This is an optimization exercise on Yosys and OpenROAD, whose aim is small area, not a production implementation. Function was checked by simulation only, so behaviour that the tests miss may differ from the original. Power and IR drop assume default switching activity.

[run.sh]
#!/bin/bash
# synth_recipe.tcl (not shown) runs the flow's synth.tcl, then flattens the netlist and writes it again
# the make line also repeats each setting of config.mk as NAME=value (left out here)
make -C /OpenROAD-flow-scripts/flow DESIGN_CONFIG=/design/flow/config.mk WORK_HOME=/design/flow/orfs CLKGATE_MAP_FILE= SYNTH_SCRIPT=/design/flow/synth_recipe.tcl finish
[config.mk]
export PLATFORM = sky130hd
export DESIGN_NAME = pcpu
export DESIGN_NICKNAME = pcpu
export VERILOG_FILES = /design/flow/design.v
export SDC_FILE = /design/flow/constraint.sdc
export NUM_CORES = 4
export LEC_CHECK = 0
export CAP_MARGIN = 20
export CORE_MARGIN = 2
export CORE_UTILIZATION = 40
export PLACE_DENSITY = 0.6
export SLEW_MARGIN = 20
[constraint.sdc]
create_clock -name core_clock -period 8.0 [get_ports {clock}]
set_input_delay 1.6000 -clock core_clock [delete_from_list [all_inputs] [get_ports {clock}]]
set_output_delay 1.6000 -clock core_clock [all_outputs]
set_load 0.01 [all_outputs]
[design.v]
`timescale 1ns / 1ps
module pcpu(
 input wire clock, enable, reset, start,
 input wire [15:0] d_datain,   
 input wire [15:0] i_datain,   
 output  [7:0] i_addr,
 output  [7:0] d_addr,
 output  [15:0] d_dataout,
 output  d_we
    );
reg [15:0] gr [7:0];
reg nf, zf, cf;
reg cf_q;
reg state, next_state;
reg dw;
reg [7:0] pc;
reg [15:0] id_ir;
reg [15:0] wb_ir;
reg [15:0] ex_ir;
reg [15:0] mem_ir;
reg [15:0] smdr;
reg [15:0] smdr1;
reg signed [15:0] reg_C1;
reg signed [15:0] reg_A;
reg signed [15:0] reg_B;
reg signed [15:0] reg_C;
reg signed [15:0] ALUo;
reg signed [15:0] alu_last;
always @(posedge clock)
	begin
		if (!reset)
			state <= 1'b0;
		else
			state <= next_state;
	end
always @(*)
	begin
		case (state)
			1'b0 : 
				if ((enable == 1'b1) 
				&& (start == 1'b1))
					next_state = 1'b1;
				else	
					next_state = 1'b0;
			1'b1 :
				if ((enable == 1'b0) 
				|| (wb_ir[15:11] == 5'b00001))
					next_state = 1'b0;
				else
					next_state = 1'b1;
		endcase
	end
assign i_addr = pc;  
always @(posedge clock or negedge reset)
	begin
		if (!reset)
			begin
            id_ir <= 16'b0;
            pc <= 8'b0;
			end
		else if (state ==1'b1)
		begin
			if((i_datain[15:11] == 5'b01000 
				||i_datain[15:11] == 5'b10001
				||i_datain[15:11] == 5'b01011
				||i_datain[15:11] == 5'b10111 
				||i_datain[15:11] == 5'b01100 
				||i_datain[15:11] == 5'b01101 
				||i_datain[15:11] == 5'b01111 
				||i_datain[15:11] == 5'b01110) 
			  &&( (id_ir[15:11] == 5'b00010 && (id_ir[10:8]  == i_datain[6:4] || id_ir[10:8]  == i_datain[2:0])) 
			    ||(ex_ir[15:11] == 5'b00010 && (ex_ir[10:8]  == i_datain[6:4] || ex_ir[10:8]  == i_datain[2:0]))
				)
			  )  
			    begin
				   id_ir <= 16'b0;
				   pc <= pc;   
			    end		  			
  			else if (( i_datain[15:11] == 5'b00100
			         ||i_datain[15:11] == 5'b00110
					 ||i_datain[15:11] == 5'b00101
					 ||i_datain[15:11] == 5'b00111
					 ||i_datain[15:11] == 5'b00011)
                    &&((id_ir[15:11] == 5'b00010 &&(id_ir[10:8]  == i_datain[6:4])) 
					  ||(ex_ir[15:11] == 5'b00010 &&(ex_ir[10:8]  == i_datain[6:4]))
					  )
					)
					begin
					   id_ir <= 16'b0;
					   pc <= pc;   
					end 
			else if(id_ir[15:14] == 2'b11 || ex_ir[15:14] == 2'b11)
			        begin
				       id_ir <= 16'b0;
					   pc <= pc;   
					end 
			else
			  begin
				if(((mem_ir[15:11] == 5'b11010)
					&& (zf == 1'b1)) 
				|| ((mem_ir[15:11] == 5'b11011)
					&& (zf == 1'b0)))
				begin
					id_ir <= 16'b0;
					pc <= reg_C[7:0];
				end
				else if(((mem_ir[15:11] == 5'b11100)
					&& (nf == 1'b1)) 
				|| ((mem_ir[15:11] == 5'b11101)
					&& (nf == 1'b0)))
				begin
					id_ir <= 16'b0;
					pc <= reg_C[7:0];
				end
				else if(((mem_ir[15:11] == 5'b11110)
					&& (cf == 1'b1)) 
				|| ((mem_ir[15:11] == 5'b11111)
					&& (cf == 1'b0)))
				begin
					id_ir <= 16'b0;
					pc <= reg_C[7:0];
				end
				else if((mem_ir[15:11] == 5'b11000)			
				|| (mem_ir[15:11] == 5'b11001))
				begin
					id_ir <= 16'b0;
					pc <= reg_C[7:0];
				end
				else
				begin
				    id_ir <= i_datain;
					pc <= pc + 1;
				end
			  end   
		end  
	end  
always @(posedge clock or negedge reset) 
    begin
	    if (!reset)
			begin
				ex_ir <= 16'b0;
				reg_A <= 16'b0;
				reg_B <= 16'b0;
				smdr <= 16'b0;
			end
		else if (state == 1'b1)
			begin
				ex_ir <= id_ir;
				 if ((id_ir[15:14] == 2'b11 && id_ir[15:11] != 5'b11000) 
				|| (id_ir[15:11] == 5'b10000)
				|| (id_ir[15:11] == 5'b01001)
				|| (id_ir[15:11] == 5'b10011))
					reg_A <= gr[id_ir[10:8]];
				else if (id_ir[15:11] == 5'b00010) 
					reg_A <= gr[id_ir[6:4]];
				 else if(id_ir[6:4] == ex_ir[10:8])
				      reg_A <= ALUo;
			    else if(id_ir[6:4] == wb_ir[10:8]) 
				      reg_A <= reg_C1;
			    else if(id_ir[6:4] == mem_ir[10:8]) 
				      reg_A <= reg_C;
				else 
					reg_A <= gr[id_ir[6:4]];
			  if (id_ir[15:11] == 5'b00011)
					begin
						reg_B <= {12'b0000_0000_0000, id_ir[3:0]};  
						smdr <= gr[id_ir[10:8]];  
			      end
				else if(id_ir[2:0] == ex_ir[10:8])
				      reg_B <= ALUo;
			    else if(id_ir[2:0] == wb_ir[10:8]) 
				      reg_B <= reg_C1;
			    else if(id_ir[2:0] == mem_ir[10:8]) 
				      reg_B <= reg_C;
				else if  ((id_ir[15:11] == 5'b01000)
                || (id_ir[15:11] == 5'b10001)
				    || (id_ir[15:11] == 5'b01011)
				    || (id_ir[15:11] == 5'b10111)
				    || (id_ir[15:11] == 5'b01100)
					 || (id_ir[15:11] == 5'b01101)
					 || (id_ir[15:11] == 5'b01111)
					 || (id_ir[15:11] == 5'b01110))
					reg_B <= gr[id_ir[2:0]];
			end
	end		
always @ (*) 
    begin
		ALUo = alu_last;
		cf = cf_q;
		if  (ex_ir[15:11] == 5'b11000)
			ALUo = {8'b0, ex_ir[7:0]};
		else if  (ex_ir[15:14] == 2'b11)
		    ALUo = reg_A + {8'b0, ex_ir[7:0]};
		else 
		begin
			case(ex_ir[15:11])
			5'b00010: ALUo = reg_A + {12'b0000_0000_0000, ex_ir[3:0]};
			5'b00011: ALUo = reg_A + reg_B;
			5'b10000: {cf, ALUo} = reg_A + { ex_ir[7:0], 8'b0 };
			5'b01000: {cf, ALUo} = reg_A + reg_B;
			5'b01001:{cf, ALUo} = reg_A + { 8'b0, ex_ir[7:0] };
			5'b10001: {cf, ALUo} = reg_A + reg_B + cf_q;
			5'b01011: {cf, ALUo} = {{1'b0, reg_A} - reg_B};
			5'b10011: {cf, ALUo} = {1'b0, reg_A }- { 8'b0, ex_ir[7:0] };
			5'b10111:{cf, ALUo} = {{1'b0, reg_A} - reg_B - cf_q};
			5'b01100: {cf, ALUo} = {{1'b0, reg_A} - reg_B};
			5'b01101: {cf, ALUo} = {1'b0, reg_A & reg_B};
			5'b01111: {cf, ALUo} = {1'b0, reg_A | reg_B};
			5'b01110: {cf, ALUo} = {1'b0, reg_A ^ reg_B};
			5'b00100: {cf, ALUo} = {reg_A[4'b1111 - ex_ir[3:0]], reg_A << ex_ir[3:0]};
			5'b00110: {cf, ALUo} = {reg_A[ex_ir[3:0] - 4'b0001], reg_A >> ex_ir[3:0]};
			5'b00101: {cf, ALUo} = {reg_A[ex_ir[3:0] - 4'b0001], reg_A <<< ex_ir[3:0]};
			5'b00111: {cf, ALUo} = {reg_A[4'b1111 - ex_ir[3:0]], reg_A >>> ex_ir[3:0]};
			default: begin
					 end
        endcase								
		end
 end
always @(posedge clock or negedge reset)
    begin
	    if (!reset)
			begin
				alu_last <= 16'b0;
				cf_q <= 1'b0;
			end
		else if (state == 1'b1)
			begin
				alu_last <= ALUo;
				cf_q <= cf;
			end
	end
always @(posedge clock or negedge reset) 
    begin
	    if (!reset)
			begin
				mem_ir <= 16'b0;
				reg_C <= 16'b0;
				dw <= 0;
				nf <= 0;
				zf <= 0;
				smdr1 <= 16'b0;
			end
		else if (state == 1'b1)
			begin
				mem_ir <= ex_ir;
				reg_C <= ALUo;
				if (ex_ir[15:11] == 5'b00011)
					begin
						dw <= 1'b1;
						smdr1 <= smdr;
					end
				else if(ex_ir[15:14] != 2'b11 && ex_ir[15:11] != 5'b00010)
				     begin
				       zf <= (ALUo == 0)? 1:0;
					   nf <= (ALUo[15] == 1'b1)? 1:0;
						dw <= 1'b0;
				     end	
            else		
                 dw <= 1'b0;				
			end		
    end
assign d_dataout = smdr1;
assign d_we = dw;
assign d_addr = reg_C[7:0];
always @(posedge clock or negedge reset) 
    begin
	    if (!reset)
			begin
				wb_ir <= 16'b0;
				reg_C1 <= 16'b0;
			end
		else if (state == 1'b1)
			begin
				wb_ir <= mem_ir;			
				if (mem_ir[15:11] == 5'b00010)
					reg_C1 <= d_datain;
				else if(mem_ir[15:14] != 2'b11)
					reg_C1 <= reg_C;				
			end			
	end
always @(posedge clock or negedge reset) 
    begin
	    if (!reset)
			begin
			   gr[0] <= 16'b0;
				gr[1] <= 16'b0;
				gr[2] <= 16'b0;
				gr[3] <= 16'b0;
				gr[4] <= 16'b0;
				gr[5] <= 16'b0;
				gr[6] <= 16'b0;
				gr[7] <= 16'b0;
			end			
		else if (state == 1'b1)
			begin
				if ((wb_ir[15:14] != 2'b11) 
				   &&(wb_ir[15:11] != 5'b00011)		  
				   &&(wb_ir[15:11] != 5'b01100)
				)
					gr[wb_ir[10:8]] <= reg_C1;
			end	
   end
endmodule
==> results.txt <==
layer usage:
metal | GRT usage, % | share of wire [%]
met1 | 43.8 | 40
met2 | 57.0 | 47
met3 | 3.58 | 6.0
met4 | 22.7 | 7.8
met5 | 0 | 0
final cells by class:
class / count / area, um^2
tap: 782 / 978
sequential: 285 / 7140
clock inverter: 14 / 205
multi-input combinational: 2120 / 15700
timing repair buffer: 138 / 1220
fill: 5938 / 33600
antenna: 1 / 2.50
clock buffer: 38 / 779
inverter: 98 / 368
worst max-delay path: cells and delay by family (launching register included):
kind                       cells  cell delay (ps)
AOI/OAI and AO/OA              5             1360
adders and majority gates      1              770
buffers and inverters          1              240
DFF                            1              850
and+or+nand+nor                6             2840
synthesized netlist by cell type, drive strengths merged, types with 63 or more instances:
cell | count | area (um^2)
dfrtp | 284 | 7110
nor2 | 223 | 837
mux2 | 205 | 2310
nand2 | 202 | 758
o21ai | 194 | 971
clkbuf | 193 | 724
a21oi | 176 | 881
inv | 91 | 342
mux2i | 90 | 901
ha | 77 | 963
xnor2 | 65 | 577
o211ai | 63 | 473
flip-flops by register name (all words and copies together), names as in the netlist, 8 cells and up:
register,cells
gr,128
alu_last,16
ex_ir,16
id_ir,16
reg_A,16
reg_B,16
reg_C1,16
smdr1,16
smdr,16
mem_ir,8
pc,8
wb_ir,8
stage by stage:
step | setup slack [ps] | util, % | power (uW) | instance area, um^2 | hold WS [ps]
finish | 1850 | 44.1 | 13600 | 26400 | 478
global route | 1520 | 44.0 | 14300 | 26400 | 509
CTS | 2010 | 44.0 | 13300 | 26400 | 483
detailed placement | 2040 | 42.4 | 11900 | 25500 | 469
global placement | 2160 | 42.4 | 11800 | 25500 | 472
floorplan | 3220 | - | 8490 | 24100 | 444
kinds of logic (layout without fill, tap and decap cells):
family | count (synthesis) | count (layout)
other | 0 | 1
xor gates and xnor gates | 80 | 80
and+or+nand+nor | 778 | 778
DFF | 285 | 285
buffers and inverters | 340 | 288
adders and majority gates | 84 | 84
AOI/OAI and AO/OA | 825 | 825
muxes | 353 | 353
power by group:
| group | internal, uW | switching, uW | leakage [uW] |
|---|---|---|---|
| logic | 3290 | 5960 | 0.00666 |
| clock network | 845 | 595 | 0.000483 |
| registers | 1980 | 923 | 0.00361 |
worst paths after layout:
| kind | start | endpoint | slack, ps | cells after the start |
|---|---|---|---|---|
| max reg2reg | reg_A[4]$_DFFE_PN0P_ | id_ir[1]$_DFFE_PN0P_ | 1850 | 13 |
| max in group asynchronous | reset | reg_B[11]$_DFFE_PN0P_ | 5680 | 2 |
| min reg2reg | smdr[9]$_DFFE_PN0P_ | smdr[9]$_DFFE_PN0P_ | 480 | 2 |
| min | smdr[9]$_DFFE_PN0P_ | smdr[9]$_DFFE_PN0P_ | 480 | 2 |
| max | reg_A[4]$_DFFE_PN0P_ | id_ir[1]$_DFFE_PN0P_ | 1850 | 13 |
| min in group asynchronous | reset | gr[4][9]$_DFFE_PN0P_ | 1000 | 1 |
==> results by group <==
Yosys
  • Synthesized net count: 2,865
  • Asr flop ratio synth: 99.6%
  • Average size of a mapped cell: 8.80 um^2
  • Netlist cell types: 95
  • Cells after Synth: 2,745
  • Compound-Gate Fraction of Synth Area: 22.8%
  • Simple-gate share of the synthesized area: 15.9%
  • Mapped Area: 24,100 um^2
  • Part of the Yosys area used for sequential elements: 29.5%
  • Yosys warnings: 2
  • #FFs+latches synth: 285
  • Synth Area in Adders: 4.57%
  • Main combinational cell family by area after synthesis: compound AO/OA/AOI/OAI gates
  • Post-synth EDFFs: 0
  • Top FF cell, synth: dfrtp_1
  • Post-synthesis xor/xnor area fraction: 2.93%
  • Mux share of post-synthesis cell area: 18.7%

Global route
  • Initial antenna violation count: 0
  • Vias in the first global route: 22,300
  • GRT Residual Overflow: 0
  • Maximum number of pins on one net before global-route repair: 133
  • GRT Total Usage: 34.8%
  • First-pass GRT wire length: 160,000 um

Timing
  • Slew HR: 17.5%
  • Endpoints failing hold: 0
  • RSZ-0062 raised after global routing: no
  • Slew Viols, Final: 0
  • Min Tclk post-route: 6150 ps
  • Worst Skew: 13.8 ps
  • Total negative slack: 0 ps
  • Max Fclk: 162 MHz
  • Period utilization: 76.9%
  • Final setup viols: 0
  • Worst slew pin tran: 1230 ps

Min path
  • Tightest Hold Check Type: reg -> reg

Clock tree
  • CTS H-tree lvls: 1
  • Worst-path clk slew: 70 ps
  • Postcts setup bufs: 0
  • Root Driver: clkbuf_16
  • Hold-fix buffers, CTS: 0
  • Max Buffers Root-to-Sink: 3
  • Clock sinks: 285
  • Clk latency of the worst-skew pair: 570 ps
  • Post-CTS resize count: 0
  • CTS Buf Count: 29
  • CTS tree: done

Floorplan
  • Initial Util: 40.2%
  • CORE AREA: 60,000 um^2
  • IO Pins: 69
  • Row cnt: 90
  • Die height: 250 um
  • Die width: 250 um
  • Die area: 62,300 um^2

Placed design
  • Number of port buffers: 68
  • Final RePlAce weighted congestion: 1.06
  • Placed cell count: 3,423
  • Detailed Place HPWL: 82,500 um

Power and ir drop
  • Leak: 0.0107 uW
  • Peak VDD IR: 0.223 mV
  • Power per cell area: 514 nW/um^2

Worst setup path
  • CP arrival: 6660 ps
  • Req. time, crit path: 8510 ps
  • CP max FO: 21
  • Critical Setup Path Class: reg -> reg
  • Crit-path slowest cell: nor3_4
  • CP endpoint kind: flip-flop
  • Startpoint types: flip-flop
  • CP max stage delay: 870 ps
  • Cell Chain, Critical Path: inv_1 -> ha_1 -> nor2b_1 -> o21ai_0 -> a31oi_1 -> nor3b_1 -> and2_0 -> or4b_4 -> o31ai_1 -> a311oi_2 -> nor3_4 -> and2_4 -> a22o_1

Outcome
  • Status: no timing/DRC/antenna violations

Route
  • Antenna Violating Nets Remaining: 0
  • DR vias: 23,100
  • Routed len/inst: 31.7 um
  • # DRC: 0
  • Pre-antenna DRT Iters: 6
  • Drt via density: 6.64
  • Total routed wirelength: 110,000 um
  • Initial DRC Count: 2,573

Layout
  • Commonest cells after routing, fill and taps aside: dfrtp_1, nor2_1, mux2_2, nand2_1, o21ai_0
  • Most common cell after layout, fill and taps aside: dfrtp_1
  • Area Overhead vs Synth: 9.51%
  • Share of cells above drive strength 1: 15.9%
  • Fin nets: 2,792
  • Layout Cells excl Fill: 3,476

Run
  • Max-cap violations: 0

-- re-timing with driven ports --
The results above use ideal ports. As a check the final layout listed here was re-extracted and re-timed, cells and wires unchanged.
Step 1: set_driving_cell puts a clkbuf_16 on clock and a buf_2 on each other input, an assumption about the parent block.
Step 2 moves the port delays by t, midway between the first and last clock arrival at a register: inputs arrive t later, outputs are due t later. That takes back most of the time a late clock gives input paths.
Three values: ideal ports, drivers, drivers and shift; two values: the first two.
shift t [ns]: 0.621
setup WS [ns]: 1.846 / 1.846 / 1.846
worst hold slack (ns): 0.478 / 0.478 / 0.478
After both steps setup and hold are still met in this run. The setup slack of this run moves by 0.000 ns with the drivers and by 0.000 ns with both steps.
